From an optimization exercise on the open Yosys and OpenROAD flow, aimed at small area; shortcuts taken in it are not production practice. Only simulation tests tie the RTL to the original design; equivalence was not proved. In runs 3 to 7 the design's own scripts or RTL, not TritonCTS, make the clock network. The clock port is modelled as an ideal driver, which makes a skipped or thinned clock tree look cheaper than it is; a real chip needs a root buffer or a tree. No activity file was given, so power comes from the tool's default toggle rates.

--- flow/design.v ---
module TopModule (
    input              clk,
    input              rst,
    input              chipSelect,
    input              read_in,
    input              write_in,
    input              A0In,
    input      [7:0]   inDataBus,
    output reg [7:0]   outDataBus,
    output reg         ioDataBus,
    input      [2:0]   cascade_in,
    output reg [2:0]   cascade_out,
    output             cascade_io,
    input              SP,
    input              interrupt_acknowledge_n,
    output reg         interrupt_to_cpu,
    input      [7:0]   interrupt_request
);
    integer i;
    reg       write_low;     
    reg       a0_q;
    reg [7:0] data_q;
    always @(posedge clk or negedge rst) begin
        if (!rst) write_low <= 1'b0;
        else      write_low <= ~chipSelect & ~write_in;
    end
    always @(posedge clk) begin
        a0_q   <= A0In;
        data_q <= inDataBus;
    end
    wire write_pulse = write_low & write_in;
    wire write_a1    = write_pulse & a0_q;
    wire write_a0    = write_pulse & ~a0_q;
    wire write_icw1  = write_a0 & data_q[4];
    wire write_ocw2  = write_a0 & ~data_q[4] & ~data_q[3];
    wire write_ocw3  = write_a0 & ~data_q[4] & data_q[3];
    reg [1:0] init_state;    
    reg       ic4;
    reg       single;
    reg       ltim;
    wire init_done  = (init_state == 2'd0);
    wire write_icw2 = write_a1 & (init_state == 2'd1);
    wire write_icw3 = write_a1 & (init_state == 2'd2);
    wire write_icw4 = write_a1 & (init_state == 2'd3);
    wire write_ocw1 = write_a1 & init_done;
    wire ocw2       = write_ocw2 & init_done;
    wire ocw3       = write_ocw3 & init_done;
    always @(posedge clk or negedge rst) begin
        if (!rst)
            init_state <= 2'd0;
        else if (write_icw1)
            init_state <= 2'd1;
        else if (write_a1) begin
            case (init_state)
                2'd1:    init_state <= ~single ? 2'd2 : (ic4 ? 2'd3 : 2'd0);
                2'd2:    init_state <= ic4 ? 2'd3 : 2'd0;
                default: init_state <= 2'd0;
            endcase
        end
    end
    always @(posedge clk) begin
        if (write_icw1) ic4 <= data_q[0];
    end
    always @(posedge clk or negedge rst) begin
        if (!rst) begin
            ltim   <= 1'b0;
            single <= 1'b0;
        end else if (write_icw1) begin
            ltim   <= data_q[3];
            single <= data_q[1];
        end
    end
    reg [7:3] vector_base;
    reg [7:0] icw3;
    reg       aeoi;
    reg [7:0] imr_n;        
    reg       auto_rotate;
    reg [1:0] rr_ris;        
    always @(posedge clk or negedge rst) begin
        if (!rst) begin
            vector_base <= 5'd0;
            icw3        <= 8'd0;
            aeoi        <= 1'b0;
            imr_n       <= 8'h00;
            auto_rotate <= 1'b0;
            rr_ris      <= 2'b00;
        end else if (write_icw1) begin
            vector_base <= 5'd0;
            icw3        <= 8'd0;
            aeoi        <= 1'b0;
            imr_n       <= 8'h00;
            auto_rotate <= 1'b0;
            rr_ris      <= 2'b00;
        end else begin
            if (write_icw2) vector_base <= data_q[7:3];
            if (write_icw3) icw3 <= data_q;
            if (write_icw4) aeoi <= data_q[1];
            if (write_ocw1) imr_n <= ~data_q;
            if (ocw2 & ~data_q[6] & ~data_q[5])
                auto_rotate <= data_q[7];
            if (ocw3) rr_ris <= {~data_q[1], data_q[0]};
        end
    end
    reg       inta_low;      
    reg       ack1, ack2;    
    reg       thawed;        
    always @(posedge clk or negedge rst) begin
        if (!rst) inta_low <= 1'b0;
        else      inta_low <= ~interrupt_acknowledge_n;
    end
    wire neg_inta = ~inta_low & ~interrupt_acknowledge_n;
    wire pos_inta = inta_low & interrupt_acknowledge_n;
    wire idle     = ~ack1 & ~ack2;
    wire go_ack1  = idle & neg_inta & ~ocw2;
    wire go_ack2  = ack1 & neg_inta;
    wire end_seq  = ack2 & pos_inta;
    wire next_idle = (idle & ~go_ack1) | end_seq;
    always @(posedge clk or negedge rst) begin
        if (!rst) begin
            ack1 <= 1'b0;
            ack2 <= 1'b0;
        end else if (write_icw1) begin
            ack1 <= 1'b0;
            ack2 <= 1'b0;
        end else begin
            ack1 <= go_ack1 | (ack1 & ~neg_inta);
            ack2 <= go_ack2 | (ack2 & ~pos_inta);
        end
    end
    always @(posedge clk or negedge rst) begin
        if (!rst) thawed <= 1'b0;
        else if (next_idle) thawed <= 1'b1;
    end
    reg  [7:0] irr;
    reg  [7:0] low_seen;
    reg  [7:0] isr;
    reg  [2:0] rotate_n;     
    wire [2:0] rotate = ~rotate_n;
    reg  [2:0] rotate_q;     
    reg  [7:0] interrupt;
    reg  [7:0] hlis;         
    wire [7:0] masked = irr & imr_n;
    wire [7:0] cand   = masked | isr;
    reg  [7:0] hi_part, grant, grant_hi, grant_all;
    reg        seen_hi, seen_all;
    always @(*) begin
        for (i = 0; i < 8; i = i + 1)
            hi_part[i] = cand[i] & (i > rotate);
        seen_hi = 1'b0; seen_all = 1'b0;
        for (i = 0; i < 8; i = i + 1) begin
            grant_hi[i]  = hi_part[i] & ~seen_hi;
            grant_all[i] = cand[i] & ~seen_all;
            seen_hi  = seen_hi | hi_part[i];
            seen_all = seen_all | cand[i];
        end
        grant     = seen_hi ? grant_hi : grant_all;
        interrupt = grant & ~isr;
    end
    reg  [7:0] h_hi, h_all;
    reg        hs_hi, hs_all;
    always @(*) begin
        hs_hi = 1'b0; hs_all = 1'b0;
        for (i = 0; i < 8; i = i + 1) begin
            h_hi[i]  = isr[i] & (i > rotate_q) & ~hs_hi;
            h_all[i] = isr[i] & ~hs_all;
            hs_hi  = hs_hi | (isr[i] & (i > rotate_q));
            hs_all = hs_all | isr[i];
        end
        hlis = hs_hi ? h_hi : h_all;
    end
    wire [2:0] hlis_level = ~{ |(hlis & 8'h0f), |(hlis & 8'h33), |(hlis & 8'h55) };
    wire [2:0] int_level  = ~{ |(interrupt & 8'h0f), |(interrupt & 8'h33), |(interrupt & 8'h55) };
    wire       int_any    = |interrupt;
    reg [7:0] eoi;
    always @(*) begin
        if (write_icw1)
            eoi = 8'hff;
        else if (aeoi & end_seq)
            eoi = hlis;
        else if (ocw2 & ~data_q[6] & data_q[5])
            eoi = hlis;
        else if (ocw2 & data_q[6] & data_q[5])
            eoi = 8'd1 << data_q[2:0];
        else
            eoi = 8'd0;
    end
    always @(posedge clk or negedge rst) begin
        if (!rst) isr <= 8'd0;
        else      isr <= (isr & ~eoi) | interrupt;
    end
    always @(posedge clk) rotate_q <= rotate;
    always @(posedge clk or negedge rst) begin
        if (!rst)
            rotate_n <= 3'b000;
        else if (write_icw1)
            rotate_n <= 3'b000;
        else if (auto_rotate & end_seq)
            rotate_n <= ~hlis_level;
        else if (ocw2 & (data_q[7:5] == 3'b101))
            rotate_n <= ~hlis_level;
    end
    wire [7:0] clear_irr = interrupt | {8{write_icw1}};
    always @(posedge clk or negedge rst) begin
        if (!rst) begin
            low_seen <= 8'd0;
            irr      <= 8'd0;
        end else begin
            low_seen <= ~clear_irr & (low_seen | ~interrupt_request);
            for (i = 0; i < 8; i = i + 1)
                if (clear_irr[i])
                    irr[i] <= 1'b0;
                else if (thawed)
                    irr[i] <= interrupt_request[i] & (ltim | low_seen[i]);
        end
    end
    always @(posedge clk or negedge rst) begin
        if (!rst)
            interrupt_to_cpu <= 1'b0;
        else if (write_icw1)
            interrupt_to_cpu <= 1'b0;
        else if (int_any)
            interrupt_to_cpu <= 1'b1;
        else if (end_seq)
            interrupt_to_cpu <= 1'b0;
    end
    reg       from_slave;
    reg [2:0] ack_level;
    reg [2:0] ack1_level;    
    always @(posedge clk or negedge rst) begin
        if (!rst)
            from_slave <= 1'b0;
        else if (write_icw1 | end_seq)
            from_slave <= 1'b0;
        else if (int_any)
            from_slave <= |(interrupt & icw3);
    end
    always @(posedge clk) begin
        if (int_any) ack_level <= int_level;
        if (ack1)    ack1_level <= int_level;
    end
    wire cascade_slave = ~single & ~SP;
    assign cascade_io  = cascade_slave;
    wire slave_match = cascade_slave & (icw3[2:0] == cascade_in);
    wire drive_vector = single | slave_match | (~cascade_slave & ~from_slave);
    always @(*) begin
        if (~cascade_slave & ~idle & from_slave)
            cascade_out = ack_level;
        else
            cascade_out = 3'b000;
    end
    wire out_vector = ~interrupt_acknowledge_n & ack2 & drive_vector;
    wire read       = ~read_in & ~chipSelect;
    always @(*) begin
        if (out_vector) begin
            ioDataBus  = 1'b0;
            outDataBus = {vector_base, cascade_slave ? ack1_level : hlis_level};
        end else if (!read) begin
            ioDataBus  = 1'b1;
            outDataBus = 8'd0;
        end else if (A0In) begin
            ioDataBus  = 1'b0;
            outDataBus = ~imr_n;
        end else if (rr_ris == 2'b00) begin
            ioDataBus  = 1'b0;
            outDataBus = irr;
        end else if (rr_ris == 2'b01) begin
            ioDataBus  = 1'b0;
            outDataBus = isr;
        end else begin
            ioDataBus  = 1'b1;
            outDataBus = 8'd0;
        end
    end
endmodule
--- flow/flow/run.sh ---
#!/bin/bash
# Own layout flow: the standard ORFS flow with these changes:
#  - synthesis is the standard one, but ABC maps the logic with an area-oriented
#    script (flow/area.abc) instead of ORFS's speed script; registers are untouched;
#  - port buffers use the smallest buffer cell;
#  - clock tree built from clkbuf_4 without dummy loads, then the clock buffers
#    whose sinks see a slow edge are upsized to clkbuf_8 (flow/fix_cts.tcl).
set -euo pipefail
W=$(pwd)
F=$W/flow
export MY_ABC_SCRIPT=$F/area.abc
export RES=$W/orfs/results/sky130hd/TopModule/base

# synthesis script: the standard flow's, with the abc command overridden
{ head -n 1 synth_recipe.tcl; cat "$F/abc_override.tcl"; tail -n +2 synth_recipe.tcl; } > my_synth.tcl
# config: the standard flow's, plus the extra settings
{ cat config.mk; echo; cat "$F/extra.mk"; } > my_config.mk
sed -e "s#$W/synth_recipe.tcl#$W/my_synth.tcl#g" -e "s#$W/config.mk#$W/my_config.mk#g" standard.sh > my_standard.sh

bash my_standard.sh synth > synth.log 2>&1
bash my_standard.sh cts > place_cts.log 2>&1
openroad -no_init -exit "$F/fix_cts.tcl" > fix_cts.log 2>&1
bash my_standard.sh finish > route_finish.log 2>&1
test -f out/final.def
--- flow/flow/abc_override.tcl ---
proc abc {args} {
  set i [lsearch -exact $args -script]
  if {$i >= 0} { set args [lreplace $args $i [expr {$i + 1}] -script $::env(MY_ABC_SCRIPT)] }
  yosys abc {*}$args
}
--- flow/flow/area.abc ---
strash
&get -n
&deepsyn -T 10
&dch -f
&nf -a -R 1000
&put
topo
--- flow/flow/extra.mk ---
export BUFFER_PORTS_ARGS = -buffer_cell sky130_fd_sc_hd__buf_1
export CTS_ARGS = -sink_clustering_enable -repair_clock_nets -buf_list sky130_fd_sc_hd__clkbuf_4 -dont_use_dummy_load
--- flow/flow/fix_cts.tcl ---
# After CTS: upsize the clock buffers (clkbuf_4) whose sinks see a slow clock
# edge to clkbuf_8, then legalise the placement again.
read_liberty $::env(FLOW_HOME)/platforms/sky130hd/lib/sky130_fd_sc_hd__tt_025C_1v80.lib
read_db $::env(RES)/4_cts.odb
read_sdc $::env(RES)/4_cts.sdc
source $::env(FLOW_HOME)/platforms/sky130hd/setRC.tcl
set_propagated_clock [all_clocks]
estimate_parasitics -placement
set big [[ord::get_db] findMaster sky130_fd_sc_hd__clkbuf_8]
foreach inst [[ord::get_db_block] getInsts] {
  if {[[$inst getMaster] getName] ne "sky130_fd_sc_hd__clkbuf_4"} { continue }
  set net [[$inst findITerm X] getNet]
  if {$net eq "NULL"} { continue }
  set worst 0
  foreach it [$net getITerms] {
    if {[$it getIoType] eq "INPUT"} {
      set pin [get_pins [$it getName]]
      foreach e {rise fall} {
        set s [expr {[sta::time_ui_sta [get_property $pin slew_max_$e]] * 1e12}]
        if {$s > $worst} { set worst $s }
      }
    }
  }
  if {$worst > 120} {
    puts "upsize [$inst getName]: worst sink slew $worst ps"
    $inst swapMaster $big
  }
}
detailed_placement
check_placement
estimate_parasitics -placement
set worst 0
foreach pin [all_registers -clock_pins] {
  foreach e {rise fall} {
    set s [expr {[sta::time_ui_sta [get_property $pin slew_max_$e]] * 1e12}]
    if {$s > $worst} { set worst $s }
  }
}
puts "worst flip-flop clock pin slew after upsizing: $worst ps"
write_db $::env(RES)/4_cts.odb
--- flow/standard.sh ---
#!/bin/bash
# synth_recipe.tcl (not shown) runs the flow's synth.tcl, then flattens the netlist and writes it again
# the make line also repeats each setting of config.mk as NAME=value (left out here)
make -C /OpenROAD-flow-scripts/flow DESIGN_CONFIG=/design/flow/config.mk WORK_HOME=/design/flow/orfs CLKGATE_MAP_FILE= SYNTH_SCRIPT=/design/flow/synth_recipe.tcl "${@:-finish}"
--- flow/config.mk ---
export PLATFORM = sky130hd
export DESIGN_NAME = TopModule
export DESIGN_NICKNAME = TopModule
export VERILOG_FILES = /design/flow/design.v
export SDC_FILE = /design/flow/constraint.sdc
export NUM_CORES = 4
export LEC_CHECK = 0
export CAP_MARGIN = 20
export CORE_MARGIN = 2
export CORE_UTILIZATION = 40
export SLEW_MARGIN = 20
--- flow/constraint.sdc ---
create_clock -name core_clock -period 10.0 [get_ports {clk}]
set_input_delay 2.0000 -clock core_clock [delete_from_list [all_inputs] [get_ports {clk}]]
set_output_delay 2.0000 -clock core_clock [all_outputs]
set_load 0.01 [all_outputs]
==> flow_metrics.tcl, run 1 <==
set metrics [dict create \
    cts_inserted_buffers 9 \
    cts_resized 0 \
    synth_edf_count 7 \
    rsz0062_at_grt "no" \
    htree_levels 3 \
    die_w_microns 102.5 \
    drc 0 \
    cpMostUsedCell "buf_1" \
    timing.final.crit_share_pct 61.70 \
    tightest_slew_ns 1.108 \
    slew_headroom_pct 25.95 \
    finalPower_mw 1.088 \
    port_buffers 40 \
    syn_inst 418 \
    pin_count 41 \
    status "timing/DRC/antenna clean" \
    r2r_slack_ns 6.41 \
    die-height_microns 102.5 \
    cap_violations 0 \
    synth_cell_type_count 44 \
    worstPathRequired_ns 8.00 \
    drt_iter0_drc 172 \
    dp.final_hpwl_mm 7.977 \
    endpoint_kind "primary output" \
    worst_setup_path_start_kind "input port" \
    p_comb_share_pct 33.8 \
    power.switching_mw 0.4501 \
    initial_utilization_pct 41.57 \
    clkPwrFrac_pct 14.9 \
    syn_nets 449 \
    critPathMaxFanout 8 \
    nets 501 \
    syn_area_per_cell_sq_um 9.276 \
    fin_skew_ns 0.03700 \
    p_seq_share_pct 51.3 \
    grt_pass1_vias 3406 \
    post_drt_wl_per_cell_microns 18.24 \
    layout-drive-gt1-share_pct 2.350 \
    cp_slowest_cell "nor3b_1" \
    p_int_mw 0.6377 \
    yosys_warnings 1 \
    diodes 0 \
    switching_share_pct 41.38 \
    arrival_ns 4.17 \
    ys.flop_type "dfrtp_1" \
    core_sq_um 9328 \
    clkSinkCount 82 \
    gr-total-overflow 0 \
    synthTopCellsByArea "dfrtp_1 (41%), dfxtp_1 (6.2%), edfxtp_1 (5.4%), nor2_1 (5.3%), a21oi_1 (4.8%)" \
    via_per_inst 5.898 \
    clk_latency_ns 0.37 \
    antenna_found_initial 0 \
    async_reset_ff_share_pct 76.83 \
    fmax_mhz 162.1 \
    drtAntennaViolNets 0 \
    slowest_delay_ns 0.90 \
    syn_to_final_growth_pct 10.65 \
    vias 3521 \
    routed_wirelength_mm 10.89 \
    ctsHoldBuffers 0 \
    setup_tns_ns 0 \
    cts_setup_buffers 0 \
    grt_pass1_wl_mm 17.83 \
    power.static_leakage_nw 1.717 \
    clockRootBuffer "clkbuf_4" \
    cts_tree "yes" \
    crit_type "in -> out" \
    fp-row-count 35 \
    place_congestion 0.9234 \
    ys_ff_latch 82 \
    dieArea_sq_um 10500 \
    synth_top_cell_by_area "dfrtp_1" \
    power_density_nw_per_um2 253.5 \
    grt_use_total_pct 22.68 \
    setup_viol 0 \
    ctsLongestPathBuffers 2 \
    clk_pin_slew_ns 0.11 \
    crit_chain "buf_1 > or3_1 > nor3b_1 > a22oi_1 > o211ai_1 > o21ai_0 > a21oi_1 > buf_1" \
    synthesis.area_sq_um 3877 \
    hold_path.class "reg -> reg" \
    drt_first_pass_iters 6 \
    hold_viol 0 \
    grt_max_degree 64 \
    peakVddDrop_mv 0.08352 \
    min_period_ns 6.170 \
    drv_slew 0 \
    yosysSeqAreaShare_pct 52.27 \
    synth_top_area_share_pct 40.66 \
]
==> power groups by stage <==
stage	Combinational (mW)	Clock (mW)	Sequential, mW
after global placement	0.358	0	0.560
final	0.368	0.162	0.558
after detailed placement	0.364	0	0.559
after CTS	0.365	0.146	0.553
after global routing	0.414	0.184	0.570
after floorplan	0.273	0	0.515
==> metrics by stage <==
stage                     utilization [%]  hold WS, ns  setup WS (ns)  cell area [sq um]  instances
after detailed placement            45.00       0.4877          3.892               4198        588
after global placement              45.00       0.4871          3.968               4198        588
after global routing                46.00       0.5332          3.639               4290        597
after CTS                           45.73       0.5160          3.889               4265        597
final                               46.00       0.5184          3.830               4290        597
after floorplan                         -       0.4650          4.544               3877        418
==> Yosys cell counts (all sizes together) (4+ instances only) <==
library cell  instances
dfrtp                63
nor2                 55
nand2                43
a21oi                37
o21ai                29
clkinv               22
nor3                 22
nand3                19
a22o                 17
dfxtp                12
a211oi                7
a221oi                7
edfxtp                7
a41o                  6
and2                  6
nand2b                6
and3                  4
ha                    4
o211ai                4
or2                   4
==> worst paths after layout <==
check / end / cells past startpoint / start
worst max-delay path: outDataBus[2] / 8 / chipSelect
worst min-delay path: low_seen[3] / 2 / low_seen[3]
worst max register to register: ack_level[0] / 14 / irr[1]
worst min register to register: low_seen[3] / 2 / low_seen[3]
max in group asynchronous: isr[6] / 2 / rst
min in group asynchronous: irr[1] / 2 / rst
==> critical path: cells and delay by family <==
family	cells	cell delay, ns
and+or+nand+nor	2	1.29
buffers and inverters	2	0.28
AOI/OAI and AO/OA	4	0.59
==> registers in the layout, indices dropped and copies added, names as in the netlist, 2 cells and up <==
signal / flops
low_seen: 8
isr: 8
data_q: 8
icw3: 8
imr_n: 8
ack_level: 3
ack1_level: 3
rotate_q: 3
rotate_n: 3
vector_base: 5
irr: 8
rr_ris: 2
init_state: 2
==> cell families after synthesis <==
family / after synthesis / synth area share [%]
DFF: 82 / 52.27
buffers and inverters: 22 / 2.130
and+or+nand+nor: 179 / 21.59
xor gates and xnor gates: 3 / 0.6778
adders and majority gates: 4 / 1.291
AOI/OAI and AO/OA: 128 / 22.04
==> layout make-up <==
class                   instances  area [sq um]
well taps                     129         161.4
clock buffers                   9         92.59
repair buffers                 41         158.9
inverters                      22         82.58
flip-flops and latches         82          2027
multi-input cells             314          1768
fillers                       913          5037
==> routing by layer <==
layer	global-route usage (%)	vias to the layer above	share of wire (%)
li1	-	1655	-
met1	31.09	1692	44
met2	35.19	138	46
met3	4.378	36	6.5
met4	9.744	0	3.2
met5	0	-	0
==> cells in the final DEF, fill, tap and decap left out, drive strengths merged, types with 3 or more instances in the layout <==
| master | netlist | routed |
|---|---|---|
| a2111oi | 3 | 3 |
| a211oi | 7 | 7 |
| a21oi | 37 | 37 |
| a221oi | 7 | 7 |
| a22o | 17 | 17 |
| a22oi | 3 | 3 |
| a41o | 6 | 6 |
| and2 | 6 | 6 |
| and3 | 4 | 4 |
| buf | 0 | 40 |
| clkbuf | 0 | 10 |
| clkinv | 22 | 22 |
| dfrtp | 63 | 63 |
| dfxtp | 12 | 12 |
| edfxtp | 7 | 7 |
| ha | 4 | 4 |
| nand2 | 43 | 43 |
| nand2b | 6 | 6 |
| nand3 | 19 | 19 |
| nand3b | 3 | 3 |
| nand4 | 3 | 3 |
| nor2 | 55 | 55 |
| nor2b | 3 | 3 |
| nor3 | 22 | 22 |
| nor4 | 3 | 3 |
| o211ai | 4 | 4 |
| o21ai | 29 | 29 |
| or2 | 4 | 4 |
| or3 | 3 | 3 |
| xor2 | 3 | 3 |
==> run 2: changes to the inputs <==
--- a/flow/flow/fix_cts.tcl
+++ b/flow/flow/fix_cts.tcl
@@ -22,5 +22,5 @@
     }
   }
-  if {$worst > 120} {
+  if {$worst > 105} {
     puts "upsize [$inst getName]: worst sink slew $worst ps"
     $inst swapMaster $big
==> run 2 against run 1 <==
Compared with the run above: routed wire length fell by 0.54%; fmax rose by 0.29%; first-iteration DRC count rose by 35%; highest routed layer unchanged; final area rose by 0.41%; sequential share of layout area fell by 0.19 points; total power rose by 0.74%; register-to-register slack improved by 0.04 ns; cell count did not move.
==> flow_metrics.tcl, run 2 <==
set metrics [dict create \
    status "timing/DRC/antenna clean" \
    via_per_inst 5.886 \
    ctsHoldBuffers 0 \
    synthTopCellsByArea "dfrtp_1 (41%), dfxtp_1 (6.2%), edfxtp_1 (5.4%), nor2_1 (5.3%), a21oi_1 (4.8%)" \
    cts_setup_buffers 0 \
    vias 3514 \
    async_reset_ff_share_pct 76.83 \
    setup_viol 0 \
    finalPower_mw 1.096 \
    dpl_cell_area_sq_um 4198 \
    port_buffers 40 \
    dieArea_sq_um 10500 \
    r2r_slack_ns 6.45 \
    initial_utilization_pct 41.57 \
    endpoint_kind "primary output" \
    rsz0062_at_grt "no" \
    syn_to_final_growth_pct 11.10 \
    dp.final_hpwl_mm 7.977 \
    setup_tns_ns 0 \
    cts_tree "yes" \
    utilization_pct 46.18 \
    hold-worst-slack_ns 0.5128 \
    yosysMostFrequentCell "dfrtp_1" \
    grt_max_degree 64 \
    fin_cells 597 \
    synth_cell_type_count 44 \
    syn_inst 418 \
    fillCellCount 910 \
    clkSinkCount 82 \
    final_area_sq_um 4308 \
    hold_depth 2 \
    gr-total-overflow 0 \
    synthesis.area_sq_um 3877 \
    power.static_leakage_nw 1.723 \
    register_area_sq_um 2027 \
    nets 501 \
    diodes 0 \
    min_from "low_seen[3]" \
    r2r_cells 14 \
    dp_cells 588 \
    hold_path.class "reg -> reg" \
    drc 0 \
    arrival_ns 4.15 \
    core_sq_um 9328 \
    worstPathRequired_ns 8.00 \
    htree_levels 3 \
    drv_slew 0 \
    multiInputGateArea_sq_um 1773 \
    fmax_mhz 162.6 \
    layout-drive-gt1-share_pct 2.564 \
    clk_pin_slew_ns 0.07 \
    hold_viol 0 \
    r2r_end "ack_level[0]" \
    grt_use_total_pct 22.54 \
    ys_ff_latch 82 \
    timing.final.crit_share_pct 61.52 \
    grt_pass1_wl_mm 17.84 \
    drt_first_pass_iters 5 \
    cts_resized 0 \
    syn_nets 449 \
    slew_headroom_pct 29.00 \
    min_period_ns 6.152 \
    layout_common_cells "dfrtp_1 (63), nor2_1 (55), nand2_1 (43), buf_1 (39), a21oi_1 (37)" \
    die-height_microns 102.5 \
    clockRootBuffer "clkbuf_4" \
    drtAntennaViolNets 0 \
    dp_slack_ns 3.892 \
    worst_slack_ns 3.848 \
    die_w_microns 102.5 \
    critPathMaxFanout 8 \
    ys_top_cells_by_count "dfrtp_1 (63), nor2_1 (55), nand2_1 (43)" \
    tightest_slew_ns 1.057 \
    place_congestion 0.9234 \
    pin_count 41 \
    routed_wirelength_mm 10.83 \
    cap_violations 0 \
    synth_edf_count 7 \
    ctsLongestPathBuffers 2 \
    cts_inserted_buffers 9 \
    worst_setup_path_start_kind "input port" \
    synth_top_area_share_pct 40.66 \
    antenna_found_initial 0 \
    holdPathEnd "low_seen[3]" \
    power_density_nw_per_um2 254.4 \
    post_drt_wl_per_cell_microns 18.14 \
    ys.flop_type "dfrtp_1" \
    yosys_warnings 1 \
    reg2reg_from "rotate_n[2]" \
    yosysSeqAreaShare_pct 52.27 \
    synth_top_cell_by_area "dfrtp_1" \
    syn_area_per_cell_sq_um 9.276 \
    grt_pass1_vias 3416 \
    final_common_cell "dfrtp_1" \
    clk_latency_ns 0.37 \
    drt_iter0_drc 232 \
    crit_type "in -> out" \
    peakVddDrop_mv 0.08312 \
    fp-row-count 35 \
    fin_skew_ns 0.02958 \
]
[run 2: changes by cell type in the layout (fill, tap and decap cells not counted)]
cell | before | now
nor3b_2 | 0 | 1
clkbuf_8 | 4 | 6
nor3b_1 | 2 | 1
clkbuf_4 | 5 | 3
[run 2: layer usage]
layer,track usage [%],part of all wire [%],vias to the layer above
li1,-,-,1658
met1,31.09,44,1672
met2,34.94,46,153
met3,3.899,6.4,31
met4,9.949,3.4,0
met5,0,0,-
[run 2: worst max path at each step]
| stage | start | end | depth (start not counted) |
|---|---|---|---|
| 2_1_floorplan | chipSelect | outDataBus[0] | 6 |
| 3_3_place_gp | chipSelect | outDataBus[0] | 8 |
| 3_5_place_dp | chipSelect | outDataBus[2] | 8 |
| 4_1_cts | chipSelect | outDataBus[2] | 8 |
| 5_1_grt | chipSelect | outDataBus[2] | 8 |
| 6_report | chipSelect | outDataBus[2] | 8 |
[run 2: kinds of logic after synthesis]
kind of cell / synth area share [%]
adders and majority gates: 1.291
and+or+nand+nor: 21.59
DFF: 52.27
AOI/OAI and AO/OA: 22.04
xor gates and xnor gates: 0.6778
buffers and inverters: 2.130
[run 2: where the power goes]
group          switching, mW  internal, mW
clock network          0.103        0.0680
registers              0.122         0.435
logic                  0.224         0.143
[run 2: layout make-up]
class | instances | area share (%)
Sequential cell | 82 | 47.05
Multi-Input combinational cell | 314 | 41.16
Tap cell | 129 | 3.747
Timing Repair Buffer | 41 | 3.689
Clock buffer | 9 | 2.440
Inverter | 22 | 1.917
[run 2: critical path, stage by stage]
cell and delay, ns:
buf_1 0.11, or3_1 0.40, nor3_1 0.82, a22oi_1 0.22, o211ai_1 0.17, o21ai_0 0.13, a21oi_1 0.12, buf_1 0.17
==> run 3: changes to the inputs <==
==> flow/flow/run.sh (replaced) <==
#!/bin/bash
# Own layout flow: the standard ORFS flow with these changes:
#  - synthesis is the standard one, but ABC maps the logic with an area-oriented
#    script, tried with several seeds (flow/abc_override.tcl), instead of ORFS's
#    speed script; registers are untouched;
#  - port buffers use the smallest buffer cell;
#  - the clock tree is built by flow/clock_tree.tcl in place of ORFS's CTS step.
set -euo pipefail
W=$(pwd)
F=$W/flow
export MY_ABC_SEEDS="1 2 3 4 5 6"
export MY_ABC_TIME=10
export RES=$W/orfs/results/sky130hd/TopModule/base

# synthesis script: the standard flow's, with the abc command overridden
{ head -n 1 synth_recipe.tcl; cat "$F/abc_override.tcl"; tail -n +2 synth_recipe.tcl; } > my_synth.tcl
# config: the standard flow's, plus the extra settings
{ cat config.mk; echo; cat "$F/extra.mk"; } > my_config.mk
sed -e "s#$W/synth_recipe.tcl#$W/my_synth.tcl#g" -e "s#$W/config.mk#$W/my_config.mk#g" standard.sh > my_standard.sh

bash my_standard.sh synth > synth.log 2>&1
bash my_standard.sh place > place.log 2>&1
openroad -no_init -exit "$F/clock_tree.tcl" > clock_tree.log 2>&1
bash my_standard.sh finish > route_finish.log 2>&1
test -f out/final.def
==> flow/flow/abc_override.tcl (replaced) <==
# ABC maps the logic with an area-oriented script in place of ORFS's: deep
# AIG restructuring then area-oriented mapping, tried with several random
# seeds; the mapping with the smallest cell area is kept.
proc abc {args} {
  set i [lsearch -exact $args -script]
  if {$i >= 0} { set args [lreplace $args $i [expr {$i + 1}]] }
  set libargs {}
  foreach lib $::env(LIB_FILES) { lappend libargs -liberty $lib }
  design -save abc_input
  set best_area -1
  foreach seed $::env(MY_ABC_SEEDS) {
    design -load abc_input
    set script [file join $::env(OBJECTS_DIR) abc_seed_$seed.script]
    set f [open $script w]
    puts $f "strash\n&get -n\n&deepsyn -T $::env(MY_ABC_TIME) -S $seed\n&dch -f\n&nf -a -R 1000\n&put\ntopo"
    close $f
    yosys abc -script $script {*}$args
    set stat [tee -q -s result.string stat {*}$libargs]
    if {![regexp {Chip area for module[^:]*:\s*([0-9.]+)} $stat -> area]} { error "no area from stat" }
    puts "ABC seed $seed: cell area $area"
    if {$best_area < 0 || $area < $best_area} {
      set best_area $area
      design -save abc_best
    }
  }
  design -load abc_best
  puts "ABC: kept the mapping with cell area $best_area"
}
==> flow/flow/clock_tree.tcl (new file) <==
# Clock tree built by hand in place of ORFS's CTS step: the flip-flops are
# split into groups_n groups of equal size by recursive bisection; each group
# gets a clkbuf_8 at its centre, and one clkbuf_4 root, driven by the clock
# port, drives the group buffers. Group buffers whose flip-flops still see a
# slow clock edge are then upsized to clkbuf_16.
set groups_n 5
set slew_limit_ps 112

proc split_groups {items k} {
  # Split items into k groups of near-equal size, cutting across the longer
  # side of their bounding box each time.
  if {$k == 1} { return [list $items] }
  set xs [lmap s $items {lindex $s 1}]
  set ys [lmap s $items {lindex $s 2}]
  set dx [expr {[tcl::mathfunc::max {*}$xs] - [tcl::mathfunc::min {*}$xs]}]
  set dy [expr {[tcl::mathfunc::max {*}$ys] - [tcl::mathfunc::min {*}$ys]}]
  set idx [expr {$dx >= $dy ? 1 : 2}]
  set sorted [lsort -real -index $idx $items]
  set k1 [expr {$k / 2}]
  set n1 [expr {int(round([llength $sorted] * double($k1) / $k))}]
  return [concat [split_groups [lrange $sorted 0 [expr {$n1 - 1}]] $k1] \
                 [split_groups [lrange $sorted $n1 end] [expr {$k - $k1}]]]
}

proc worst_sink_slew {net} {
  set worst 0
  foreach it [$net getITerms] {
    if {[$it getIoType] ne "INPUT"} { continue }
    set pin [get_pins [$it getName]]
    foreach e {rise fall} {
      set s [expr {[sta::time_ui_sta [get_property $pin slew_max_$e]] * 1e12}]
      if {$s > $worst} { set worst $s }
    }
  }
  return $worst
}

read_liberty $::env(FLOW_HOME)/platforms/sky130hd/lib/sky130_fd_sc_hd__tt_025C_1v80.lib
read_db $::env(RES)/3_place.odb
read_sdc $::env(RES)/3_place.sdc
source $::env(FLOW_HOME)/platforms/sky130hd/setRC.tcl

set db [ord::get_db]
set block [ord::get_db_block]
set clknet [$block findNet clk]
set bufm [$db findMaster sky130_fd_sc_hd__clkbuf_8]
set rootm [$db findMaster sky130_fd_sc_hd__clkbuf_4]
set bigm [$db findMaster sky130_fd_sc_hd__clkbuf_16]

set sinks {}
foreach it [$clknet getITerms] {
  set bb [[$it getInst] getBBox]
  lappend sinks [list $it [expr {([$bb xMin] + [$bb xMax]) / 2.0}] [expr {([$bb yMin] + [$bb yMax]) / 2.0}]]
}
set groups [split_groups $sinks $groups_n]

set rootnet [odb::dbNet_create $block clknet_root]
$rootnet setSigType CLOCK
set leaves {}
set n 0
set lx 0.0
set ly 0.0
foreach g $groups {
  set sx 0.0
  set sy 0.0
  foreach s $g { set sx [expr {$sx + [lindex $s 1]}]; set sy [expr {$sy + [lindex $s 2]}] }
  set cx [expr {$sx / [llength $g]}]
  set cy [expr {$sy / [llength $g]}]
  set buf [odb::dbInst_create $block $bufm clkbuf_leaf_$n]
  set net [odb::dbNet_create $block clknet_leaf_$n]
  $net setSigType CLOCK
  foreach s $g {
    set it [lindex $s 0]
    $it disconnect
    $it connect $net
  }
  [$buf findITerm X] connect $net
  [$buf findITerm A] connect $rootnet
  $buf setLocation [expr {int($cx)}] [expr {int($cy)}]
  $buf setPlacementStatus PLACED
  lappend leaves $buf
  set lx [expr {$lx + $cx}]
  set ly [expr {$ly + $cy}]
  incr n
}
set root [odb::dbInst_create $block $rootm clkbuf_root]
[$root findITerm A] connect $clknet
[$root findITerm X] connect $rootnet
$root setLocation [expr {int($lx / $n)}] [expr {int($ly / $n)}]
$root setPlacementStatus PLACED
puts "clock tree: [llength $sinks] flip-flops in $n groups of [join [lmap g $groups {llength $g}] {, }]"

detailed_placement
set_propagated_clock [all_clocks]
estimate_parasitics -placement
foreach buf $leaves {
  set w [worst_sink_slew [[$buf findITerm X] getNet]]
  if {$w > $slew_limit_ps} {
    puts "upsize [$buf getName]: worst flip-flop clock slew $w ps"
    $buf swapMaster $bigm
  }
}
detailed_placement
check_placement
estimate_parasitics -placement
set worst 0
foreach pin [all_registers -clock_pins] {
  foreach e {rise fall} {
    set s [expr {[sta::time_ui_sta [get_property $pin slew_max_$e]] * 1e12}]
    if {$s > $worst} { set worst $s }
  }
}
puts "worst flip-flop clock pin slew: $worst ps"
report_clock_skew
report_worst_slack -min
report_worst_slack -max
write_db $::env(RES)/4_1_cts.odb
write_db $::env(RES)/4_cts.odb
write_sdc $::env(RES)/4_cts.sdc
==> flow/flow/extra.mk (replaced) <==
export BUFFER_PORTS_ARGS = -buffer_cell sky130_fd_sc_hd__buf_1
removed: flow/flow/area.abc
removed: flow/flow/fix_cts.tcl
==> run 3 against run 2 <==
Compared with the run above: cell count is 2.7% lower; flip-flop and latch count stayed put; critical path type unchanged; area after synthesis is 1.1% lower; combinational power is 1% higher; routed wire length is 0.28% lower; setup slack worse by 0.013 ns; total power is 2.8% lower; sequential power is 3.9% lower; clock power is 7% lower.
==> flow_metrics.tcl, run 3 <==
set metrics [dict create \
    crit_buf_inv 2 \
    dieArea_sq_um 10380 \
    synthesis.area_sq_um 3834 \
    syn_nets 431 \
    core_sq_um 9284 \
    dp.final_hpwl_mm 8.048 \
    gr-total-overflow 0 \
    antenna_found_initial 0 \
    drc 0 \
    grt_use_total_pct 21.60 \
    utilization_pct 46.13 \
    synth_cell_type_count 46 \
    tightest_slew_ns 1.041 \
    setup_tns_ns 0 \
    ys.flop_type "dfrtp_1" \
    drtAntennaViolNets 0 \
    nets 485 \
    peakVddDrop_mv 0.1018 \
    worstPathRequired_ns 8.00 \
    synth_top_area_share_pct 41.12 \
    reg2reg_from "isr[2]" \
    worst_setup_path_start_kind "input port" \
    min_period_ns 6.165 \
    grt_pass1_vias 3282 \
    syn_area_per_cell_sq_um 9.584 \
    drt_iter0_drc 295 \
    power_density_nw_per_um2 248.8 \
    syn_to_final_growth_pct 11.72 \
    pin_count 41 \
    r2r_slack_ns 6.47 \
    place_congestion 0.9236 \
    drv_slew 0 \
    fillCellCount 917 \
    critPathMaxFanout 9 \
    r2r_end "from_slave" \
    via_per_inst 5.776 \
    ys_top_cells_by_count "dfrtp_1 (63), nand2_1 (51), o21ai_0 (36)" \
    layout-drive-gt1-share_pct 3.097 \
    arrival_ns 4.17 \
    drt_first_pass_iters 6 \
    synthTopCellsByArea "dfrtp_1 (41%), dfxtp_1 (6.3%), edfxtp_1 (5.5%), nand2_1 (5.0%), o21ai_0 (4.7%)" \
    yosysMostFrequentCell "dfrtp_1" \
    status "timing/DRC/antenna clean" \
    hold_path.class "reg -> reg" \
    slowest_delay_ns 0.56 \
    hold_viol 0 \
    syn_inst 400 \
    dp_cells 575 \
    setup_viol 0 \
    clk_latency_ns 0.42 \
    die_w_microns 101.9 \
    crit_end "outDataBus[1]" \
    post_drt_wl_per_cell_microns 18.59 \
    cp_top_family "simple AND/OR/NAND/NOR gates" \
    crit_chain "buf_1 > xor2_1 > nor4_1 > o31ai_1 > nor2_1 > nor4_2 > a22oi_1 > o21ai_0 > a21oi_1 > o21ai_0 > buf_1" \
    cp.depth 11 \
    fp-row-count 35 \
    fin_cells 581 \
    endpoint_kind "primary output" \
    yosys_warnings 1 \
    r2r_cells 14 \
    grt_pass1_wl_mm 17.64 \
    crit_type "in -> out" \
    ys_ff_latch 82 \
    rsz0062_at_grt "no" \
    slew_headroom_pct 30.09 \
    cp_slowest_cell "nor2_1" \
    routed_wirelength_mm 10.80 \
    diodes 0 \
    vias 3356 \
    power.static_leakage_nw 1.720 \
    fin_skew_ns 0.02202 \
    port_buffers 40 \
    fmax_mhz 162.2 \
    die-height_microns 101.9 \
    layout_common_cells "dfrtp_1 (63), nand2_1 (51), buf_1 (39), o21ai_0 (35), nor2_1 (33)" \
    synth_edf_count 7 \
    grt_max_degree 64 \
    timing.final.crit_share_pct 61.65 \
    yosysSeqAreaShare_pct 52.87 \
    final_common_cell "dfrtp_1" \
    synth_top_cell_by_area "dfrtp_1" \
    cp-startpoint "cascade_in[1]" \
    initial_utilization_pct 41.29 \
    async_reset_ff_share_pct 76.83 \
    clk_pin_slew_ns 0.10 \
    cap_violations 0 \
]
## run 3: changes by cell type after synthesis, sizes merged, moves of 4 or more
cell | before | now
nor2 | 55 | 33
a21oi | 37 | 25
nand2 | 43 | 51
o21ai | 29 | 36
nand3 | 19 | 13
nor2b | 3 | 9
a2111oi | 3 | 7
a211oi | 7 | 3
o31ai | 0 | 4
## run 3: cells by family (layout without fill, tap and decap cells)
kind of cell	after synthesis	in the layout	synth area share [%]
and+or+nand+nor	164	164	20.72
AOI/OAI and AO/OA	127	127	22.45
DFF	82	82	52.87
buffers and inverters	20	72	1.958
adders and majority gates	4	4	1.306
xor gates and xnor gates	3	3	0.6855
## run 3: worst min-delay path, delay by kind of cell, from the launching register on
kind | cells | cell delay, ns
and+or+nand+nor | 1 | 0.05
AOI/OAI and AO/OA | 1 | 0.06
DFF | 1 | 0.36
## run 3: worst min-delay path by stage
stage          depth (start not counted)      start  endpoint
6_report                               2   imr_n[7]  imr_n[7]
2_1_floorplan                          2  data_q[3]      ltim
3_3_place_gp                           2   imr_n[7]  imr_n[7]
3_5_place_dp                           2   imr_n[7]  imr_n[7]
5_1_grt                                1    icw3[7]   icw3[7]
## run 3: layout make-up
type	instances	area (sq um)	area share [%]
multi-input cells	298	1738	40.58
inverters	20	75.07	1.753
well taps	129	161.4	3.769
plain buffers	6	87.58	2.045
repair buffers	46	193.9	4.528
flip-flops and latches	82	2027	47.33
## run 3: stage by stage
| step | power [mW] | hold slack, ns | area (sq um) | setup WS, ns |
|---|---|---|---|---|
| 2_1_floorplan | 0.7733 | 0.4563 | 3834 | 4.124 |
| 3_3_place_gp | 0.8973 | 0.4825 | 4184 | 3.240 |
| 3_5_place_dp | 0.9022 | 0.4833 | 4195 | 3.769 |
| 5_1_grt | 1.145 | 0.5404 | 4283 | 3.693 |
| 6_report | 1.066 | 0.4979 | 4283 | 3.835 |
## run 3: metal layers
layer | global-route usage, % | up-vias | routed length [microns]
li1 | - | 1603 | -
met1 | 32.16 | 1612 | 4896
met2 | 34.72 | 121 | 4990
met3 | 2.326 | 20 | 687
met4 | 4.000 | 0 | 223
met5 | 0 | - | 0
## run 3: power by group
group | switching, mW | internal, mW
registers | 0.108 | 0.428
clock network | 0.101 | 0.0584
logic | 0.225 | 0.146
==> run 4: changes to the inputs <==
--- a/flow/design.v
+++ b/flow/design.v
@@ -102,13 +102,13 @@
         end
     end
-    reg       inta_low;      
+    reg       delay_inta;    
     reg       ack1, ack2;    
     reg       thawed;        
     always @(posedge clk or negedge rst) begin
-        if (!rst) inta_low <= 1'b0;
-        else      inta_low <= ~interrupt_acknowledge_n;
-    end
-    wire neg_inta = ~inta_low & ~interrupt_acknowledge_n;
-    wire pos_inta = inta_low & interrupt_acknowledge_n;
+        if (!rst) delay_inta <= 1'b1;
+        else      delay_inta <= interrupt_acknowledge_n;
+    end
+    wire neg_inta = delay_inta & ~interrupt_acknowledge_n;
+    wire pos_inta = ~delay_inta & interrupt_acknowledge_n;
     wire idle     = ~ack1 & ~ack2;
     wire go_ack1  = idle & neg_inta & ~ocw2;
@@ -135,6 +135,5 @@
     reg  [7:0] low_seen;
     reg  [7:0] isr;
-    reg  [2:0] rotate_n;     
-    wire [2:0] rotate = ~rotate_n;
+    reg  [2:0] rotate;       
     reg  [2:0] rotate_q;     
     reg  [7:0] interrupt;
@@ -192,11 +191,11 @@
     always @(posedge clk or negedge rst) begin
         if (!rst)
-            rotate_n <= 3'b000;
+            rotate <= 3'b111;
         else if (write_icw1)
-            rotate_n <= 3'b000;
+            rotate <= 3'b111;
         else if (auto_rotate & end_seq)
-            rotate_n <= ~hlis_level;
+            rotate <= hlis_level;
         else if (ocw2 & (data_q[7:5] == 3'b101))
-            rotate_n <= ~hlis_level;
+            rotate <= hlis_level;
     end
     wire [7:0] clear_irr = interrupt | {8{write_icw1}};
--- a/flow/flow/run.sh
+++ b/flow/flow/run.sh
@@ -9,6 +9,6 @@
 W=$(pwd)
 F=$W/flow
-export MY_ABC_SEEDS="1 2 3 4 5 6"
-export MY_ABC_TIME=10
+export MY_ABC_SEEDS="1 2 3 4 5 6 7 8"
+export MY_ABC_TIME=15
 export RES=$W/orfs/results/sky130hd/TopModule/base
 
--- a/flow/flow/abc_override.tcl
+++ b/flow/flow/abc_override.tcl
@@ -27,2 +27,6 @@
   puts "ABC: kept the mapping with cell area $best_area"
 }
+
+# Leave half and full adders to ABC as well: the design has no arithmetic,
+# and the adder cells ORFS extracts are larger than ABC's gates.
+proc extract_fa {args} {}
==> run 4 against run 3 <==
Compared with the run above: core utilization down 0.51 points; fmax fell by 1.2%; combinational power fell by 15%; flip-flop and latch count is the same; die area is 0.98% lower; sequential power decreased by 3%; clock power is essentially flat; total power fell by 6.4%; first-iteration DRC count decreased by 26%; register-to-register slack hardly changed; critical path type unchanged; critical endpoint is now outDataBus[0]; largest cell class unchanged.
==> flow_metrics.tcl, run 4 <==
set metrics [dict create \
    die_w_microns 101.4 \
    arrival_ns 4.24 \
    grt_pass1_vias 3304 \
    worstPathRequired_ns 8.00 \
    pin_count 41 \
    synthesis.area_sq_um 3795 \
    grt_max_degree 64 \
    grt_pass1_wl_mm 17.32 \
    hold_viol 0 \
    layout_common_cells "nor2_1 (67), dfrtp_1 (59), nand2_1 (54), buf_1 (39), a21oi_1 (29)" \
    vias 3416 \
    dp_cells 579 \
    drtAntennaViolNets 0 \
    status "timing/DRC/antenna clean" \
    worst_setup_path_start_kind "input port" \
    reg2reg_from "isr[3]" \
    grt_use_total_pct 21.31 \
    diodes 0 \
    critPathMaxFanout 8 \
    peakVddDrop_mv 0.09866 \
    fp-row-count 35 \
    cap_violations 0 \
    nets 485 \
    cp.depth 8 \
    fin_skew_ns 0.01577 \
    dp_slack_ns 3.805 \
    drt_iter0_drc 218 \
    cp_slowest_cell "nor3b_1" \
    cp_top_family "simple AND/OR/NAND/NOR gates" \
    fmax_mhz 160.2 \
    cp-startpoint "chipSelect" \
    r2r_slack_ns 6.46 \
    fin_cells 585 \
    slew_headroom_pct 22.01 \
    async_reset_ff_share_pct 76.83 \
    crit_type "in -> out" \
    initial_utilization_pct 41.07 \
    ys_ff_latch 82 \
    timing.final.crit_share_pct 62.43 \
    r2r_cells 14 \
    rsz0062_at_grt "no" \
    min_period_ns 6.243 \
    synth_top_cell_by_area "dfrtp_1" \
    ys.flop_type "dfrtp_1" \
    gr-total-overflow 0 \
    synth_top_area_share_pct 38.91 \
    drv_slew 0 \
    clk_latency_ns 0.41 \
    drt_first_pass_iters 5 \
    crit_buf_inv 2 \
    crit_chain "buf_1 > or3_1 > nor3b_1 > a22oi_1 > o211ai_1 > o21ai_0 > a21oi_1 > buf_1" \
    worst_slack_ns 3.757 \
    syn_to_final_growth_pct 11.08 \
    die-height_microns 101.4 \
    setup_tns_ns 0 \
    port_buffers 40 \
    yosys_warnings 1 \
    syn_inst 408 \
    drc 0 \
    core_sq_um 9240 \
    ys_top_cells_by_count "nor2_1 (67), dfrtp_1 (59), nand2_1 (54)" \
    synth_edf_count 7 \
    yosysSeqAreaShare_pct 53.54 \
    antenna_found_initial 0 \
    place_congestion 0.8760 \
    clk_pin_slew_ns 0.10 \
    hold_path.class "reg -> reg" \
    crit_end "outDataBus[0]" \
    dp.final_hpwl_mm 7.934 \
    tightest_slew_ns 1.167 \
    r2r_end "ack_level[1]" \
    synth_cell_type_count 45 \
    finalPower_mw 0.9976 \
    yosysMostFrequentCell "nor2_1" \
    layout-drive-gt1-share_pct 3.070 \
    final_common_cell "nor2_1" \
    syn_area_per_cell_sq_um 9.301 \
    cpMostUsedCell "buf_1" \
    via_per_inst 5.839 \
    setup_viol 0 \
    routed_wirelength_mm 10.75 \
    power_density_nw_per_um2 236.7 \
    syn_nets 435 \
    dieArea_sq_um 10280 \
    synthTopCellsByArea "dfrtp_1 (39%), nor2_1 (6.6%), dfxtp_1 (6.3%), edfxtp_1 (5.5%), nand2_1 (5.3%)" \
    post_drt_wl_per_cell_microns 18.37 \
    endpoint_kind "primary output" \
    slowest_delay_ns 0.95 \
    power.static_leakage_nw 1.719 \
]
[run 4: how the worst min path moves through the flow]
| stage | slack (ns) | cells after the start | to | start |
|---|---|---|---|---|
| floorplan | 0.44 | 0 | rotate_q[0] | rotate[0] |
| global placement | 0.48 | 0 | rotate_q[0] | rotate[0] |
| detailed placement | 0.48 | 1 | interrupt_to_cpu | interrupt_to_cpu |
| global route | 0.51 | 0 | rotate_q[0] | rotate[0] |
| finish | 0.50 | 0 | rotate_q[0] | rotate[0] |
[run 4: kinds of logic after synthesis]
kind of cell              share of synthesized area (%)
buffers and inverters                            0.8901
xor gates and xnor gates                         0.6925
DFF                                               53.54
and+or+nand+nor                                   22.82
muxes                                            0.2638
AOI/OAI and AO/OA                                 21.79
[run 4: metal layers]
layer,part of all wire [%],track usage [%]
met5,0,0
met4,2.4,5.198
met3,6.1,2.139
met2,48,36.58
met1,43,29.17
[run 4: area by class of cell]
class | count | area [sq um]
Buffer | 6 | 87.58
Fill cell | 918 | 5025
Inverter | 9 | 33.78
Multi-Input combinational cell | 317 | 1734
Sequential cell | 82 | 2032
Tap cell | 129 | 161.4
Timing Repair Buffer | 42 | 166.4
[run 4: metrics by stage]
| step | util (%) | cell area [sq um] | hold WS, ns |
|---|---|---|---|
| 6_report | 45.62 | 4215 | 0.5049 |
| 3_5_place_dp | 44.62 | 4123 | 0.4838 |
| 3_3_place_gp | 44.54 | 4115 | 0.4841 |
| 5_1_grt | 45.62 | 4215 | 0.5116 |
| 2_1_floorplan | - | 3795 | 0.4354 |
[run 4: power breakdown]
group / leakage, nW / total (mW) / internal (mW) / switching (mW)
registers: 0.927 / 0.522 / 0.416 / 0.106
logic: 0.746 / 0.316 / 0.128 / 0.188
clock network: 0.0457 / 0.159 / 0.0586 / 0.101
==> run 5: changes to the inputs <==
--- a/flow/config.mk
+++ b/flow/config.mk
@@ -9,3 +9,4 @@
 export CORE_MARGIN = 2
 export CORE_UTILIZATION = 40
+export GPL_TIMING_DRIVEN = 0
 export SLEW_MARGIN = 20
==> run 5 against run 4 <==
Compared with the run above: core utilization grew 0.31 points; worst hold slack lost 0.020 ns; highest routed layer unchanged; critical path depth is the same; critical endpoint unchanged; setup slack lost 0.062 ns; area after synthesis is the same; still clean on timing, DRC and antenna; first-iteration DRC count shrank 13%.
==> flow_metrics.tcl, run 5 <==
set metrics [dict create \
    status "timing/DRC/antenna clean" \
    crit_type "in -> out" \
    nets 487 \
    dpl_cell_area_sq_um 4163 \
    dp_cells 581 \
    port_buffers 40 \
    die_w_microns 101.4 \
    dp.final_hpwl_mm 7.723 \
    power_density_nw_per_um2 232.1 \
    layout_common_cells "nor2_1 (67), dfrtp_1 (59), nand2_1 (54), buf_1 (39), a21oi_1 (29)" \
    endpoint_kind "primary output" \
    crit_chain "buf_1 > or3_1 > nor3b_1 > a22oi_1 > o211ai_1 > o21ai_0 > a21oi_1 > buf_1" \
    yosysMostFrequentCell "nor2_1" \
    tightest_slew_ns 1.161 \
    yosys_warnings 1 \
    cpMostUsedCell "buf_1" \
    dieArea_sq_um 10280 \
    worst_setup_path_start_kind "input port" \
    grt_max_degree 28 \
    fin_skew_ns 0.01048 \
    final_common_cell "nor2_1" \
    fp-row-count 35 \
    vias 3424 \
    post_drt_wl_per_cell_microns 17.73 \
    final_area_sq_um 4244 \
    layout-drive-gt1-share_pct 3.493 \
    worst_slack_ns 3.695 \
    p_comb_share_pct 32.5 \
    arrival_ns 4.30 \
    via_per_inst 5.833 \
    synthTopCellsByArea "dfrtp_1 (39%), nor2_1 (6.6%), dfxtp_1 (6.3%), edfxtp_1 (5.5%), nand2_1 (5.3%)" \
    synthesis.area_sq_um 3795 \
    critPathMaxFanout 8 \
    gr-total-overflow 0 \
    finalPower_mw 0.9851 \
    switching_share_pct 39.41 \
    grt_pass1_wl_mm 16.48 \
    initial_utilization_pct 41.07 \
    rsz0062_at_grt "no" \
    slowest_delay_ns 0.94 \
    min_period_ns 6.305 \
    fillCellCount 899 \
    yosysSeqAreaShare_pct 53.54 \
    hold_viol 0 \
    power.switching_mw 0.3883 \
    drtAntennaViolNets 0 \
    p_int_mw 0.5968 \
    antenna_found_initial 0 \
    setup_viol 0 \
    place_congestion 0.8878 \
    routed_wirelength_mm 10.41 \
    power.static_leakage_nw 1.732 \
    syn_nets 435 \
    synth_cell_type_count 45 \
    worstPathRequired_ns 8.00 \
    p_seq_share_pct 52.3 \
    synth_edf_count 7 \
    slew_headroom_pct 22.43 \
    peakVddDrop_mv 0.1127 \
    diodes 0 \
    syn_area_per_cell_sq_um 9.301 \
    clkPwrFrac_pct 15.2 \
    ys_top_cells_by_count "nor2_1 (67), dfrtp_1 (59), nand2_1 (54)" \
    hold_path.class "reg -> reg" \
    setup_tns_ns 0 \
    async_reset_ff_share_pct 76.83 \
    clk_pin_slew_ns 0.11 \
    fmax_mhz 158.6 \
    syn_to_final_growth_pct 11.84 \
    syn_inst 408 \
    ys_ff_latch 82 \
    utilization_pct 45.93 \
    drt_first_pass_iters 4 \
    cp_slowest_cell "nor3b_1" \
    ys.flop_type "dfrtp_1" \
    drt_iter0_drc 190 \
    die-height_microns 101.4 \
    cap_violations 0 \
    drc 0 \
    grt_use_total_pct 20.27 \
    timing.final.crit_share_pct 63.05 \
    clk_latency_ns 0.42 \
    fin_cells 587 \
    grt_pass1_vias 3131 \
    dp_slack_ns 3.751 \
    synth_top_cell_by_area "dfrtp_1" \
    hold-worst-slack_ns 0.4849 \
    pin_count 41 \
    synth_top_area_share_pct 38.91 \
    core_sq_um 9240 \
    drv_slew 0 \
]
[run 5: per-layer routing]
layer	up-vias	GRT usage, %	share of wire, %
li1	1615	-	-
met1	1673	28.91	45
met2	117	33.88	47
met3	19	1.863	5.2
met4	0	4.366	2.4
met5	-	0	0
[run 5: final timing paths]
check / from / endpoint / slack (ns) / depth (start not counted)
worst max-delay path: chipSelect / outDataBus[0] / 3.70 / 8
worst min-delay path: rotate[0] / rotate_q[0] / 0.48 / 0
worst max register to register: isr[2] / ack_level[0] / 6.53 / 14
worst min register to register: rotate[0] / rotate_q[0] / 0.48 / 0
max in group asynchronous: rst / rotate[0] / 7.79 / 3
min in group asynchronous: rst / vector_base[4] / 1.48 / 1
[run 5: power groups by stage]
stage	Clock (mW)	Sequential (mW)	Combinational [mW]
after floorplan	0	0.485	0.238
after global placement	0	0.516	0.309
after detailed placement	0	0.518	0.316
after global routing	0.165	0.525	0.362
final	0.150	0.515	0.320
[run 5: final cells by class]
type                            count  area (sq um)  area share (%)
Inverter                            9         33.78          0.7960
Buffer                              6         76.32           1.798
Sequential cell                    82          2032           47.88
Tap cell                          129         161.4           3.803
Timing Repair Buffer               44         206.4           4.864
Multi-Input combinational cell    317          1734           40.86
[run 5: logic make-up after synthesis]
family / Yosys count / share of synthesized area [%]
xor gates and xnor gates: 3 / 0.6925
and+or+nand+nor: 192 / 22.82
AOI/OAI and AO/OA: 121 / 21.79
buffers and inverters: 9 / 0.8901
DFF: 82 / 53.54
muxes: 1 / 0.2638
[run 5: worst max-delay path, delay by kind of cell]
family                 cells  cell delay [ns]
AOI/OAI and AO/OA          4             0.71
buffers and inverters      2             0.25
and+or+nand+nor            2             1.33
==> run 6: changes to the inputs <==
--- a/flow/flow/clock_tree.tcl
+++ b/flow/flow/clock_tree.tcl
@@ -5,5 +5,5 @@
 # slow clock edge are then upsized to clkbuf_16.
 set groups_n 5
-set slew_limit_ps 112
+set slew_limit_ps 122
 
 proc split_groups {items k} {
--- a/flow/config.mk
+++ b/flow/config.mk
@@ -9,4 +9,3 @@
 export CORE_MARGIN = 2
 export CORE_UTILIZATION = 40
-export GPL_TIMING_DRIVEN = 0
 export SLEW_MARGIN = 20
==> run 6 against run 5 <==
Compared with the run above: register-to-register slack worse by 0.18 ns; sequential share of layout area up 0.46 points; global-route usage up 1.1 points; largest power group unchanged; final area down 0.94%; still clean.
==> flow_metrics.tcl, run 6 <==
set metrics [dict create \
    via_per_inst 5.882 \
    crit_type "in -> out" \
    slew_headroom_pct 23.82 \
    setup_viol 0 \
    crit_chain "buf_1 > or3_1 > nor3b_1 > a22oi_1 > o211ai_1 > o21ai_0 > a21oi_1 > buf_1" \
    die_w_microns 101.4 \
    timing.final.crit_share_pct 62.19 \
    layout_common_cells "nor2_1 (67), dfrtp_1 (59), nand2_1 (54), buf_1 (39), a21oi_1 (29)" \
    yosysSeqAreaShare_pct 53.54 \
    power.static_leakage_nw 1.714 \
    yosysMostFrequentCell "nor2_1" \
    ys_ff_latch 82 \
    pin_count 41 \
    clk_pin_slew_ns 0.10 \
    critPathMaxFanout 8 \
    worstPathRequired_ns 8.00 \
    syn_inst 408 \
    dp_slack_ns 3.805 \
    utilization_pct 45.50 \
    ys_top_cells_by_count "nor2_1 (67), dfrtp_1 (59), nand2_1 (54)" \
    syn_nets 435 \
    fmax_mhz 160.8 \
    dp.final_hpwl_mm 7.934 \
    vias 3441 \
    fp-row-count 35 \
    gr-total-overflow 0 \
    setup_tns_ns 0 \
    cp.depth 8 \
    synth_edf_count 7 \
    cp_slowest_cell "nor3b_1" \
    hold_viol 0 \
    cp_top_family "simple AND/OR/NAND/NOR gates" \
    synth_top_cell_by_area "dfrtp_1" \
    cpMostUsedCell "buf_1" \
    worst_slack_ns 3.781 \
    syn_area_per_cell_sq_um 9.301 \
    yosys_warnings 1 \
    drc 0 \
    hold_depth 0 \
    diodes 0 \
    arrival_ns 4.22 \
    synth_top_area_share_pct 38.91 \
    status "timing/DRC/antenna clean" \
    grt_max_degree 64 \
    place_congestion 0.8760 \
    grt_pass1_wl_mm 17.31 \
    power_density_nw_per_um2 234.9 \
    drt_first_pass_iters 5 \
    routed_wirelength_mm 10.74 \
    drv_slew 0 \
    worst_setup_path_start_kind "input port" \
    post_drt_wl_per_cell_microns 18.35 \
    grt_pass1_vias 3311 \
    r2r_cells 14 \
    endpoint_kind "primary output" \
    synthesis.area_sq_um 3795 \
    tightest_slew_ns 1.140 \
    clk_latency_ns 0.40 \
    syn_to_final_growth_pct 10.78 \
    drtAntennaViolNets 0 \
    min_period_ns 6.219 \
    rsz0062_at_grt "no" \
    synthTopCellsByArea "dfrtp_1 (39%), nor2_1 (6.6%), dfxtp_1 (6.3%), edfxtp_1 (5.5%), nand2_1 (5.3%)" \
    crit_buf_inv 2 \
    antenna_found_initial 0 \
    dieArea_sq_um 10280 \
    fillCellCount 920 \
    grt_use_total_pct 21.32 \
    layout-drive-gt1-share_pct 3.070 \
    async_reset_ff_share_pct 76.83 \
    die-height_microns 101.4 \
    synth_cell_type_count 45 \
    nets 485 \
    hold_path.class "reg -> reg" \
    fin_skew_ns 0.01540 \
    peakVddDrop_mv 0.09868 \
    slowest_delay_ns 0.92 \
    drt_iter0_drc 175 \
    initial_utilization_pct 41.07 \
    final_common_cell "nor2_1" \
    cap_violations 0 \
    port_buffers 40 \
    ys.flop_type "dfrtp_1" \
    core_sq_um 9240 \
]
## run 6: cell counts after synthesis
Identical to the previous run, type by type.
## run 6: kinds of logic after synthesis
family / share of synthesized area [%]
compound gates: 21.79
xor+xnor: 0.6925
buf+inv: 0.8901
flops: 53.54
mux: 0.2638
simple gates: 22.82
## run 6: report_power, final
part | internal [mW] | leakage (nW) | switching (mW)
clock | 0.0500 | 0.0406 | 0.0978
combinational | 0.128 | 0.746 | 0.189
sequential | 0.416 | 0.927 | 0.107
## run 6: through the flow
stage	total power, mW	area (sq um)	hold WS, ns	instances
after floorplan	0.7237	3795	0.4354	408
after global placement	0.8336	4115	0.4841	578
after detailed placement	0.8398	4123	0.4838	579
after global routing	1.055	4204	0.5065	585
final	0.9876	4204	0.5050	585
## run 6: layout make-up
cell class	instances	area, sq um	share of cell area [%]
Timing Repair Buffer	42	166.4	3.958
Sequential cell	82	2032	48.33
Tap cell	129	161.4	3.839
Inverter	9	33.78	0.8036
Buffer	6	76.32	1.815
Multi-Input combinational cell	317	1734	41.25
## run 6: path summary, 6_finish.rpt
path,slack [ns],startpoint,end
setup / recovery,3.78,chipSelect,outDataBus[0]
hold / removal,0.51,rotate[0],rotate_q[0]
setup reg to reg,6.35,isr[2],ack_level[1]
hold reg to reg,0.51,rotate[0],rotate_q[0]
max in group asynchronous,7.69,rst,auto_rotate
min in group asynchronous,1.77,rst,isr[7]
## run 6: worst register-to-register path, stage by stage, from the launching register on
cell and delay [ns]:
dfrtp_1 0.50, nor2_1 0.23, and3_1 0.24, o221ai_1 0.15
nor2_1 0.13, o32ai_1 0.10, a21oi_1 0.27, nand2_1 0.13
nor2_1 0.15, a21oi_1 0.11, nor2_1 0.09, a22oi_1 0.07
nor3_1 0.73, nor3_1 0.22, nand2_1 0.22
## run 6: routing by layer
metal	GRT usage [%]	share of wire, %	vias up
li1	-	-	1619
met1	29.12	43	1651
met2	36.53	48	143
met3	1.863	6.3	28
met4	5.925	3.1	0
met5	0	0	-
==> run 7: changes to the inputs <==
--- a/flow/config.mk
+++ b/flow/config.mk
@@ -8,4 +8,4 @@
 export CAP_MARGIN = 20
 export CORE_MARGIN = 2
-export CORE_UTILIZATION = 40
+export CORE_UTILIZATION = 60
 export SLEW_MARGIN = 20
==> run 7 against run 6 <==
Compared with the run above: total power increased by 0.16%; sequential power is essentially flat; critical path type unchanged; setup slack better by 0.11 ns.
==> flow_metrics.tcl, run 7 <==
set metrics [dict create \
    status "timing/DRC/antenna clean" \
    dpl_cell_area_sq_um 4055 \
    p_int_mw 0.5945 \
    syn_nets 435 \
    critPathMaxFanout 8 \
    timing.final.crit_share_pct 61.07 \
    syn_area_per_cell_sq_um 9.301 \
    drc 0 \
    die-height_microns 83.53 \
    fin_skew_ns 0.01418 \
    syn_to_final_growth_pct 9.133 \
    synth_edf_count 7 \
    async_reset_ff_share_pct 76.83 \
    ys_ff_latch 82 \
    place_congestion 0.9344 \
    endpoint_kind "primary output" \
    initial_utilization_pct 62.98 \
    synthesis.area_sq_um 3795 \
    routed_wirelength_mm 9.980 \
    ys.flop_type "dfrtp_1" \
    peakVddDrop_mv 0.1820 \
    worstPathRequired_ns 8.00 \
    port_buffers 40 \
    pin_count 41 \
    p_seq_share_pct 52.8 \
    worst_slack_ns 3.894 \
    utilization_pct 68.73 \
    arrival_ns 4.11 \
    grt_pass1_wl_mm 16.70 \
    drv_slew 0 \
    dp_slack_ns 3.806 \
    post_drt_wl_per_cell_microns 18.79 \
    dieArea_sq_um 6977 \
    power.switching_mw 0.3947 \
    final_area_sq_um 4141 \
    grt_max_degree 64 \
    cpMostUsedCell "buf_1" \
    layout_common_cells "nor2_1 (67), dfrtp_1 (59), nand2_1 (54), buf_1 (39), a21oi_1 (29)" \
    synthTopCellsByArea "dfrtp_1 (39%), nor2_1 (6.6%), dfxtp_1 (6.3%), edfxtp_1 (5.5%), nand2_1 (5.3%)" \
    clkPwrFrac_pct 14.7 \
    finalPower_mw 0.9891 \
    yosysMostFrequentCell "nor2_1" \
    fp-row-count 28 \
    die_w_microns 83.53 \
    dp_cells 525 \
    syn_inst 408 \
    crit_chain "buf_1 > or3_1 > nor3_1 > a22oi_1 > o211ai_1 > o21ai_0 > a21oi_1 > buf_1" \
    setup_tns_ns 0 \
    switching_share_pct 39.90 \
    vias 3446 \
    tightest_slew_ns 1.095 \
    cap_violations 0 \
    crit_buf_inv 2 \
    cp_top_family "simple AND/OR/NAND/NOR gates" \
    via_per_inst 6.490 \
    fillCellCount 480 \
    p_comb_share_pct 32.5 \
    clk_pin_slew_ns 0.10 \
    gr-total-overflow 0 \
    dp.final_hpwl_mm 7.318 \
    diodes 0 \
    fin_cells 531 \
    drt_first_pass_iters 5 \
    drt_iter0_drc 282 \
    core_sq_um 6026 \
    power_density_nw_per_um2 238.8 \
    hold-worst-slack_ns 0.4983 \
    clk_latency_ns 0.41 \
    hold_path.class "reg -> reg" \
    worst_setup_path_start_kind "input port" \
    fmax_mhz 163.8 \
    yosys_warnings 1 \
    nets 485 \
    min_period_ns 6.107 \
    layout-drive-gt1-share_pct 3.289 \
    synth_cell_type_count 45 \
    hold_viol 0 \
    grt_use_total_pct 29.44 \
    drtAntennaViolNets 0 \
    power.static_leakage_nw 1.714 \
    setup_viol 0 \
    yosysSeqAreaShare_pct 53.54 \
    cp_slowest_cell "nor3_1" \
    rsz0062_at_grt "no" \
    ys_top_cells_by_count "nor2_1 (67), dfrtp_1 (59), nand2_1 (54)" \
    antenna_found_initial 0 \
    synth_top_area_share_pct 38.91 \
    final_common_cell "nor2_1" \
    grt_pass1_vias 3204 \
    crit_type "in -> out" \
    slowest_delay_ns 0.85 \
    synth_top_cell_by_area "dfrtp_1" \
    slew_headroom_pct 26.45 \
]
## run 7: changes by cell type in the layout (fill, tap and decap cells not counted)
cell | previous run | this run
nor3b_2 | 1 | 2
nor3b_1 | 4 | 3
## run 7: worst paths after layout
path                             from       endpoint  slack [ns]  cells after the start
max reg2reg                    isr[2]   ack_level[1]        6.51                     13
max in group asynchronous         rst       imr_n[4]        7.71                      2
max                        chipSelect  outDataBus[0]        3.89                      8
min                         rotate[0]    rotate_q[0]        0.50                      0
min in group asynchronous         rst    low_seen[6]        1.74                      2
min reg2reg                 rotate[0]    rotate_q[0]        0.50                      0
## run 7: cell type report
cell class | count | area, sq um | area share (%)
plain buffers | 6 | 76.32 | 1.843
inverters | 9 | 33.78 | 0.8157
flip-flops and latches | 82 | 2032 | 49.06
repair buffers | 42 | 166.4 | 4.018
well taps | 75 | 93.84 | 2.266
multi-input cells | 317 | 1739 | 41.99
## run 7: power groups by stage
stage / clock [mW] / sequential [mW] / combinational, mW
after floorplan: 0 / 0.485 / 0.238
after global placement: 0 / 0.522 / 0.306
after detailed placement: 0 / 0.524 / 0.315
after global routing: 0.162 / 0.532 / 0.361
final: 0.146 / 0.522 / 0.321
## run 7: kinds of logic after synthesis
logic type	count (synthesis)	synth area share (%)
multiplexers	1	0.2638
flip-flops	82	53.54
buffers and inverters	9	0.8901
XOR/XNOR	3	0.6925
AND/OR/NAND/NOR	192	22.82
AO/OA/AOI/OAI	121	21.79
## run 7: routing by layer
layer	up-vias	track usage, %	wire length [microns]
met5	-	0	0
met4	0	7.331	263
met3	29	3.759	864
met2	189	47.58	4626
met1	1609	42.81	4226
li1	1619	-	-
## run 7: worst reg2reg max path: cells and delay by family, from the launching register on
family	cells	cell delay, ns
and+or+nand+nor	9	2.04
AOI/OAI and AO/OA	4	0.65
DFF	1	0.50

afterwards: timing with drivers on the ports:
How much do the figures lean on ideal ports? The routed layouts below were timed once more, with nothing changed but the port constraints.
Step 1, drivers: a clkbuf_16 drives clk and a buf_2 each remaining input, both assumed.
Step 2 also shifts input and output timing later by t, the mid clock arrival at the registers, as if the neighbouring blocks saw the same clock.
Three values: ideal, step 1, step 2; two values: the first two.
run	t, ns	setup WS [ns]	latest minus earliest clock arrival (ns)	worst register clock-pin slew, ns
run 1	0.386	3.830 / 3.810 / 3.810	0.037 / 0.037	0.11 / 0.11
run 2	0.384	3.848 / 3.828 / 3.828	0.029 / 0.029	0.10 / 0.10
run 3	0.439	3.835 / 3.806 / 3.806	0.022 / 0.022	0.10 / 0.10
run 4	0.432	3.757 / 3.735 / 3.735	0.016 / 0.016	0.10 / 0.10
run 5	0.436	3.695 / 3.675 / 3.675	0.010 / 0.010	0.11 / 0.11
run 6	0.426	3.781 / 3.759 / 3.759	0.016 / 0.017	0.11 / 0.11
run 7	0.432	3.893 / 3.873 / 3.873	0.014 / 0.014	0.10 / 0.10
After both steps setup and hold are still met in every run listed. For run 3, which loses most, drivers alone change the setup slack by -0.029 ns; drivers and shift together by -0.029 ns.
